What follows belongs to an exercise in optimizing a design on an open flow for small area and a short achievable clock period; a production flow would make more cautious choices. The RTL was checked by simulation tests, not by an equivalence proof against the original design. No activity file was given, so power comes from the tool's default toggle rates.

$ cat design/flow/run.sh
#!/bin/bash
# synth_recipe.tcl (not shown) runs the flow's synth.tcl, then flattens the netlist and writes it again
# the make line also repeats each setting of config.mk as NAME=value (left out here)
make -C /OpenROAD-flow-scripts/flow DESIGN_CONFIG=/design/flow/config.mk WORK_HOME=/design/flow/orfs CLKGATE_MAP_FILE= SYNTH_SCRIPT=/design/flow/synth_recipe.tcl finish
$ cat design/flow/config.mk
export PLATFORM = sky130hd
export DESIGN_NAME = main_cpu
export DESIGN_NICKNAME = main_cpu
export VERILOG_FILES = /design/flow/design.v
export SDC_FILE = /design/flow/constraint.sdc
export NUM_CORES = 4
export LEC_CHECK = 0
export CAP_MARGIN = 20
export CORE_MARGIN = 2
export CORE_UTILIZATION = 40
export SLEW_MARGIN = 20
$ cat design/flow/constraint.sdc
create_clock -name core_clock -period 9.0 [get_ports {CLK}]
set_input_delay 1.8000 -clock core_clock [delete_from_list [all_inputs] [get_ports {CLK}]]
set_output_delay 1.8000 -clock core_clock [all_outputs]
set_load 0.01 [all_outputs]
$ cat design/flow/design.v
module ProgramCounter(CLK, RESET, PC, IMMEDIATE_OFFSET, jump, branch, ZERO,STALL);
    input CLK, RESET;
    output reg [31:0] PC;
    wire [31:0] pcNext, pcPlus4, pcTarget;
    input signed [7:0] IMMEDIATE_OFFSET;
    input jump, branch, ZERO, STALL;
    wire isBranching, pcMuxSelector;
    and(isBranching, branch, ZERO);
    or(pcMuxSelector, isBranching, jump);
    Mux_2x1_new pcMux (pcPlus4, pcTarget, pcMuxSelector, pcNext);
    always @(posedge CLK) begin
        if (RESET == 1'b1) begin
            PC <= 0;
        end
        else begin
            if (STALL == 1'b0) begin         
                PC <= pcNext;
            end
        end
    end
    assign pcPlus4 = PC + 4;
    assign pcTarget = (PC +4) + {{22{IMMEDIATE_OFFSET[7]}}, IMMEDIATE_OFFSET, 2'b00};   
endmodule
module Mux_2x1_new(IN1, IN2, SELECT, OUT);
    input [31:0] IN1, IN2;
    input SELECT;
    output reg [31:0] OUT;
    always @(IN1, IN2, SELECT) begin
        case(SELECT)
        1'b0: OUT = IN1;
        1'b1: OUT = IN2;
        endcase
    end
endmodule
module InstructionDecoder (INSTRUCTION, OPCODE, IMMEDIATE, READREG2, READREG1, WRITEREG, IMMEDIATE_OFFSET);
    input [31:0] INSTRUCTION;
    output [7:0] OPCODE, IMMEDIATE;
    output signed [7:0] IMMEDIATE_OFFSET;   
    output [2:0] READREG2, READREG1, WRITEREG;
    assign OPCODE = INSTRUCTION[31:24];
    assign READREG1 = INSTRUCTION[15:8];
    assign IMMEDIATE = INSTRUCTION[7:0];
    assign READREG2 = INSTRUCTION[7:0];
    assign WRITEREG = INSTRUCTION[23:16];
    assign IMMEDIATE_OFFSET = INSTRUCTION[23:16];
endmodule
module ControlUnit (OPCODE, ALUOP, immSelect, signSelect, WRITEENABLE, movSelect, branch, jump, BUSYWAIT, READ, WRITE, WRITESRC, STALL);
    input [7:0] OPCODE;
    output reg [2:0] ALUOP;
    output reg immSelect, signSelect, WRITEENABLE;
    output reg movSelect, branch, jump;
    input BUSYWAIT;
    output reg READ, WRITE, WRITESRC, STALL;
    always @(*) begin
        STALL = BUSYWAIT;        
    end
    always @(*) begin
        movSelect = (OPCODE == 8'b00000001) ? 1'b1 : 1'b0;
        case (OPCODE)
            8'b00000000: begin  
                ALUOP = 3'b000;
                immSelect = 1'b1;
                signSelect = 1'b0;
                WRITEENABLE = 1'b1;
                branch = 1'b0;
                jump = 1'b0;
                READ = 1'b0;
                WRITE = 1'b0;
                WRITESRC = 1'b1;
            end
            8'b00000001: begin  
                ALUOP = 3'b000;
                immSelect = 1'b0;
                signSelect = 1'b0;
                WRITEENABLE = 1'b1;
                branch = 1'b0;
                jump = 1'b0;
                READ = 1'b0;
                WRITE = 1'b0;
                WRITESRC = 1'b1;
            end
            8'b00000010: begin  
                ALUOP = 3'b001;
                immSelect = 1'b0;
                signSelect = 1'b0;
                WRITEENABLE = 1'b1;
                branch = 1'b0;
                jump = 1'b0;
                READ = 1'b0;
                WRITE = 1'b0;
                WRITESRC = 1'b1;
            end
            8'b00000011: begin  
                ALUOP = 3'b001;
                immSelect = 1'b0;
                signSelect = 1'b1;
                WRITEENABLE = 1'b1;
                branch = 1'b0;
                jump = 1'b0;
                READ = 1'b0;
                WRITE = 1'b0;
                WRITESRC = 1'b1;
            end
            8'b00000100: begin  
                ALUOP = 3'b010;
                immSelect = 1'b0;
                signSelect = 1'b0;
                WRITEENABLE = 1'b1;
                branch = 1'b0;
                jump = 1'b0;
                READ = 1'b0;
                WRITE = 1'b0;
                WRITESRC = 1'b1;
            end
            8'b00000101: begin  
                ALUOP = 3'b011;
                immSelect = 1'b0;
                signSelect = 1'b0;
                WRITEENABLE = 1'b1;
                branch = 1'b0;
                jump = 1'b0;
                READ = 1'b0;
                WRITE = 1'b0;
                WRITESRC = 1'b1;
            end
            8'b00000110: begin  
                ALUOP = 3'b000;
                immSelect = 1'b1;
                signSelect = 1'b0;
                WRITEENABLE = 1'b0;
                branch = 1'b0;
                jump = 1'b1;
                READ = 1'b0;
                WRITE = 1'b0;
                WRITESRC = 1'b1;
            end
            8'b00000111: begin  
                ALUOP = 3'b001;     
                immSelect = 1'b0;
                signSelect = 1'b1;
                WRITEENABLE = 1'b0;
                branch = 1'b1;
                jump = 1'b0;
                READ = 1'b0;
                WRITE = 1'b0;
                WRITESRC = 1'b1;
            end
            8'b00001000: begin  
                ALUOP = 3'b000;
                immSelect = 1'b0;
                signSelect = 1'b0;
                WRITEENABLE = 1'b1;
                branch = 1'b0;
                jump = 1'b0;
                READ = 1'b1;         
                WRITE = 1'b0;
                WRITESRC = 1'b0;    
            end
            8'b00001001: begin  
                ALUOP = 3'b000;
                immSelect = 1'b1;    
                signSelect = 1'b0;
                WRITEENABLE = 1'b1;
                branch = 1'b0;
                jump = 1'b0;
                READ = 1'b1;         
                WRITE = 1'b0;       
                WRITESRC = 1'b0;    
            end
            8'b00001010: begin  
                ALUOP = 3'b000;
                immSelect = 1'b0;
                signSelect = 1'b0;
                WRITEENABLE = 1'b0;
                branch = 1'b0;
                jump = 1'b0;
                READ = 1'b0;
                WRITE = 1'b1;        
                WRITESRC = 1'b0;
            end
            8'b00001011: begin  
                ALUOP = 3'b000;
                immSelect = 1'b1;    
                signSelect = 1'b0;
                WRITEENABLE = 1'b0;
                branch = 1'b0;
                jump = 1'b0;
                READ = 1'b0;
                WRITE = 1'b1;        
                WRITESRC = 1'b0;
            end
            default: begin  
                ALUOP = 3'b000;
                immSelect = 1'b0;
                signSelect = 1'b0;
                WRITEENABLE = 1'b0;
                branch = 1'b0;
                jump = 1'b0;
                READ = 1'b0;
                WRITE = 1'b0;
                WRITESRC = 1'b1;
            end
        endcase
    end
endmodule
module TwosCompliment(IN, OUT);
    input [7:0] IN;
    output reg signed [7:0] OUT;
    always @(IN) begin 
        OUT = ~IN + 1;
    end
endmodule
module Mux_2x1(IN1, IN2, SELECT, OUT);
    input [7:0] IN1, IN2;
    input SELECT;
    output reg [7:0] OUT;
    always @(IN1, IN2, SELECT) begin
        if (SELECT == 1'b1) begin   
            OUT = IN2;
        end else begin               
            OUT = IN1;
        end
    end
endmodule
module main_cpu(PC, INSTRUCTION, CLK, RESET, ADDRESS, WRITE, READ, BUSYWAIT,WRITEDATA, READDATA);
    output [31:0] PC;
    input [31:0] INSTRUCTION;
    input CLK;
    input RESET;
    input BUSYWAIT;      
    input [7:0] READDATA;
    output READ,WRITE;       
    output [7:0] ADDRESS, WRITEDATA;
    wire [7:0] OPCODE;
    wire [2:0] READREG1, READREG2, WRITEREG;
    wire [7:0] IMMEDIATE;
    wire signed [7:0] IMMEDIATE_OFFSET;
    wire immSelect;
    wire [7:0] REGOUT1, REGOUT2;
    wire WRITEENABLE;
    wire movSelect;
    wire branch, jump;
    wire [7:0] OPERAND1, OPERAND2, ALURESULT;
    wire [2:0] ALUOP;
    wire ZERO;
    wire [7:0] negatedOp;
    wire [7:0] signedREGOUT2;
    wire signSelect;
    wire WRITESRC, STALL;        
    wire [7:0] regwrite;        
    Mux_2x1 movMux(READDATA, ALURESULT, WRITESRC, regwrite);
    ProgramCounter pc(CLK, RESET, PC, IMMEDIATE_OFFSET, jump, branch, ZERO,STALL);
    InstructionDecoder decoder(INSTRUCTION, OPCODE, IMMEDIATE, READREG2, READREG1, WRITEREG, IMMEDIATE_OFFSET);
    ControlUnit controlUnit(OPCODE, ALUOP, immSelect, signSelect, WRITEENABLE, movSelect, branch, jump, BUSYWAIT, READ, WRITE, WRITESRC, STALL);
    wire regWriteEnable;
    assign regWriteEnable = WRITEENABLE & ~STALL;    
    reg_file my_reg(regwrite, REGOUT1, REGOUT2, WRITEREG, READREG1, READREG2, regWriteEnable, CLK, RESET);
    TwosCompliment my_twosComp(REGOUT2, negatedOp);
    Mux_2x1 signSwitcher(REGOUT2, negatedOp, signSelect, signedREGOUT2);
    Mux_2x1 ALUOperand2Selector(signedREGOUT2, IMMEDIATE, immSelect, OPERAND2);
    assign OPERAND1 = REGOUT1;
    alu my_alu(OPERAND1, OPERAND2, ALURESULT, ALUOP, ZERO);
    assign ADDRESS = ALURESULT;
    assign WRITEDATA = REGOUT1;
endmodule
module forward_(DATA1, DATA2, RESULT);      
    input [7:0]DATA1, DATA2;                
    output reg[7:0]RESULT;           
    always @(DATA1, DATA2)                      
    begin
        RESULT = DATA2;           
    end
endmodule
module add_(DATA1, DATA2, RESULT);   
    input [7:0]DATA1, DATA2;         
    output reg[7:0]RESULT;
    always @(*)
    begin
        RESULT = DATA1 + DATA2;   
    end
endmodule
module and_(DATA1, DATA2, RESULT);   
    input [7:0]DATA1, DATA2;
    output reg[7:0]RESULT;
    always @ (*)
    begin
        RESULT = DATA1 & DATA2;   
    end
endmodule
module or_(DATA1, DATA2, RESULT);    
    input [7:0]DATA1, DATA2;
    output reg[7:0]RESULT;
    always@(*)
    begin
        RESULT = DATA1 | DATA2;   
    end
endmodule
module alu(DATA1, DATA2, RESULT, SELECT, ZERO);    
    input [7:0]DATA1, DATA2;
    output reg [7:0]RESULT;                  
    input [2:0]SELECT;
    output ZERO;                       
    wire [7:0]forward_output, add_output, and_output, or_output;     
    forward_ forward_u(DATA1, DATA2, forward_output);       
    add_ add_u(DATA1, DATA2, add_output);            
    and_ and_u(DATA1, DATA2, and_output);            
    or_ or_u(DATA1, DATA2, or_output);               
    always @(*)                                      
    begin
        case (SELECT)
            3'b000: RESULT = forward_output;         
            3'b001: RESULT = add_output;             
            3'b010: RESULT = and_output;             
            3'b011: RESULT = or_output;              
            default: RESULT = 8'b00000000;           
        endcase
    end
    assign ZERO = (RESULT == 0);
endmodule
module reg_file(
    input [7:0] WRITEDATA,
    output [7:0] REGOUT1, REGOUT2,
    input [2:0] WRITEREG,
    input [2:0] READREG1, READREG2,
    input WRITEENABLE, CLK, RESET );
    reg [7:0] memory [7:0];
    integer index;
    assign REGOUT1 = memory[READREG1];
    assign REGOUT2 = memory[READREG2];
    always @(posedge CLK) begin
        if (RESET) begin
            for (index = 0; index < 8; index = index + 1) begin
                memory[index] <= 8'h00;
            end
        end 
        else if (WRITEENABLE) begin
            memory[WRITEREG] <= WRITEDATA;
        end
    end
endmodule
==> flow_summary.toml <==
[routing]
detail_route.vias_per_cell = 5.657
drt-wirelength-per-cell_um = 18.28
drc_errors = 0
drtIter0Drc = 405
ant_nets = 0
vias = 6721
first_pass_iters = 4
wl_mm = 21.72

[placed_design]
port_buffers = 85
dpl.hpwl_mm = 16.61
place_congestion = 0.8535

[logic_synthesis]
synth_edf_count = 64
ys_ff_latch = 94
syn_inst = 844
synthesis.area_um2 = 8025
async_reset_ff_frac = 0
ys_seq_area_frac = 0.3143
synth-main-ff-cell = "edfxtp_1"
synth_warnings = 11
synth_cell_types = 80
syn_avg_cell_area_um2 = 9.509

[worst_setup_path]
critical_path_required_ns = 7.20
worstRegToRegCells = 21
cp-start-kind = "input port"
cp-end-kind = "output port"
crit_fanout = 9
critPathKind = "in2out"
critical_path_arrival_ns = 6.51

[sta]
period_share = 0.9228
period_minus_slack_ns = 8.305
max_slew_margin = 0.3691
rsz0062_at_grt = "no"
timing.setup.tns_ns = 0
holdWs_ns = 0.5255
skew_ns = 0.008689
slew_violations = 0
setup_violations = 0
finalHoldViolCount = 0
fmax_mhz = 120.4
tightest_slew_ns = 0.9201

[global_routing]
grt.total_usage = 0.2088
grt_pass1_wl_mm = 35.31
grt_max_degree = 52
grt.overflow.total = 0
grt_pass1_vias = 6516
antenna_found_initial = 1

[pwr]
p_int_uw = 821.8
switching_share = 0.3201
leakagePower_nw = 3.843
clockPowerShare = 0.324
p_total_mw = 1.209
combPwrFrac = 0.271
power_frac_seq = 0.405
p_sw_uw = 386.8
ir_worst_vdd_uv = 97.43
pwr_density_cell_nw_per_um2 = 128.1

[floorplan]
die_w_um = 145.6
coreArea_um2 = 19590
start_util = 0.4097
ios = 93
die_h_um = 145.6
dieArea_um2 = 21210
fp-row-count = 51

[cts]
clk_pin_slew_ns = 0.07
ctsHoldBuffers = 0
post_cts_buffers = 0
cts_resized = 0
cts_max_level = 3
cts_tree = "built"
clock-sinks = 94
cts_buffer_depth = 2
clock_latency_ns = 0.36
cts_root_buf = "clkbuf_16"
numCtsBuffers = 9

[final_layout]
fin_nets = 1010
fillerInstances = 1876
syn2layout_area_growth_pct = 17.59
diodes = 0
mostFrequentLayoutCell = "nor2_1"
multi_input_area_um2 = 5182
final_cell_mix = "131 x nor2_1, 84 x clkdlybuf4s50_1, 64 x edfxtp_1"
drive_above_1_share = 0.09426
regArea_um2 = 2522

[worst_hold_path]
hold_depth = 2
hold_class = "reg2reg"

[status]
status = "finished clean"

[job]
cap_viol_max_count = 0
-- path summary, 6_finish.rpt --
kind                                     startpoint  slack [ns]    endpoint
worst max-delay path                 INSTRUCTION[0]        0.69  ADDRESS[7]
worst min-delay path                      pc.PC[22]        0.53   pc.PC[22]
worst max register to register  my_reg.memory[2][0]        3.47   pc.PC[10]
worst min register to register            pc.PC[22]        0.53   pc.PC[22]
-- Yosys cell counts (all sizes together) (4+ instances only) --
cell type    n  area share
edfxtp      64        0.24
nand4        9      0.0070
nor3b        4      0.0037
a211oi      25       0.026
mux2         7       0.010
and3        14       0.011
a31oi        7      0.0055
a2111oi      4      0.0083
nor4         8      0.0097
nand3       30       0.019
inv         35       0.016
mux4        30       0.085
nand2b      11      0.0086
or3          5      0.0039
nor2b       10      0.0078
a21o        14       0.013
a221oi       4      0.0044
o21ai       19       0.012
ha          47       0.073
and4         4      0.0044
a21oi       38       0.024
nor2       131       0.061
xor2        22       0.024
a22oi        7      0.0065
mux2i       55       0.069
buf         17       0.014
nor3        13      0.0087
clkbuf      22       0.010
dfxtp       30       0.075
xnor2       40       0.044
o21a         6      0.0056
nand2       53       0.025
o21bai      11       0.010
-- cells by family after synthesis --
group	after synthesis	share of synthesized area
other cells	1	0.0004673
mux	92	0.1635
buf+inv	75	0.04131
simple gates	307	0.1846
xor+xnor	62	0.06766
compound gates	164	0.1498
fa+ha+maj	49	0.07827
flops	94	0.3143
-- sequential cells by signal, summed over array words and instances, names as in the netlist --
register       cells
my_reg.memory     64
pc.PC             30
-- final cells by class --
| type | count | share of cell area |
|---|---|---|
| Multi-Input combinational cell | 676 | 0.5492 |
| Clock inverter | 7 | 0.007823 |
| Sequential cell | 94 | 0.2673 |
| Clock buffer | 9 | 0.02387 |
| Timing Repair Buffer | 101 | 0.1024 |
| Tap cell | 265 | 0.03514 |
| Inverter | 36 | 0.01432 |
-- metrics by stage --
step           cells  instance area [um2]  utilization  setup WS [ns]
2_1_floorplan    845                 8029            -          2.036
3_3_place_gp    1172                 9143       0.4667         0.7016
3_5_place_dp    1172                 9143       0.4667         0.6596
4_1_cts         1188                 9442       0.4820         0.6592
5_1_grt         1188                 9437       0.4817         0.2129
6_report        1188                 9437       0.4817         0.6949
-- worst max-delay path, stage by stage --
cell             delay [ns]
clkdlybuf4s50_1        0.73
mux4_2                 0.57
mux2_2                 0.30
inv_1                  0.06
ha_1                   0.23
nor3b_1                0.17
o21ai_0                0.09
a21oi_1                0.17
o21ai_0                0.15
inv_1                  0.13
ha_1                   0.24
a21oi_1                0.23
o21ai_0                0.16
a2111oi_0              0.39
nor3_1                 0.13
xor2_1                 0.15
a21o_1                 0.21
clkdlybuf4s50_1        0.59
-- layer usage --
layer  up-vias  global-route usage  routed length (um)
li1       3293                   -                   -
met1      3196              0.2903                9584
met2       204              0.3308               10080
met3        28             0.04044                1608
met4         0             0.06373                 450
met5         -                   0                   0
-- power groups by stage --
stage	logic, mW	clock network [mW]	registers (mW)
floorplan	0.216	0	0.498
global placement	0.325	0	0.499
detailed placement	0.326	0	0.499
CTS	0.328	0.402	0.490
global route	0.359	0.416	0.492
finish	0.327	0.392	0.490

## what the ideal ports hide
The results above use ideal ports. As a check the final layout listed here was re-extracted and re-timed, cells and wires unchanged.
Step 1 assumes that a clkbuf_16 drives the clock port and a buf_2 every other input.
Step 2, shift: input delay + t, output delay - t, t = (earliest + latest rising clock arrival at the registers) / 2. This alone moves slack from input paths to output paths.
Slacks: ideal ports / drivers / drivers and shift; pairs: ideal ports / drivers.
t, ns: 0.395
slack for setup (ns): 0.695 / 0.668 / 0.668
hold WS [ns]: 0.526 / 0.526 / 0.526
After both steps setup and hold are still met in this run. The setup slack of this run moves by -0.027 ns with the drivers and by -0.027 ns with both steps.
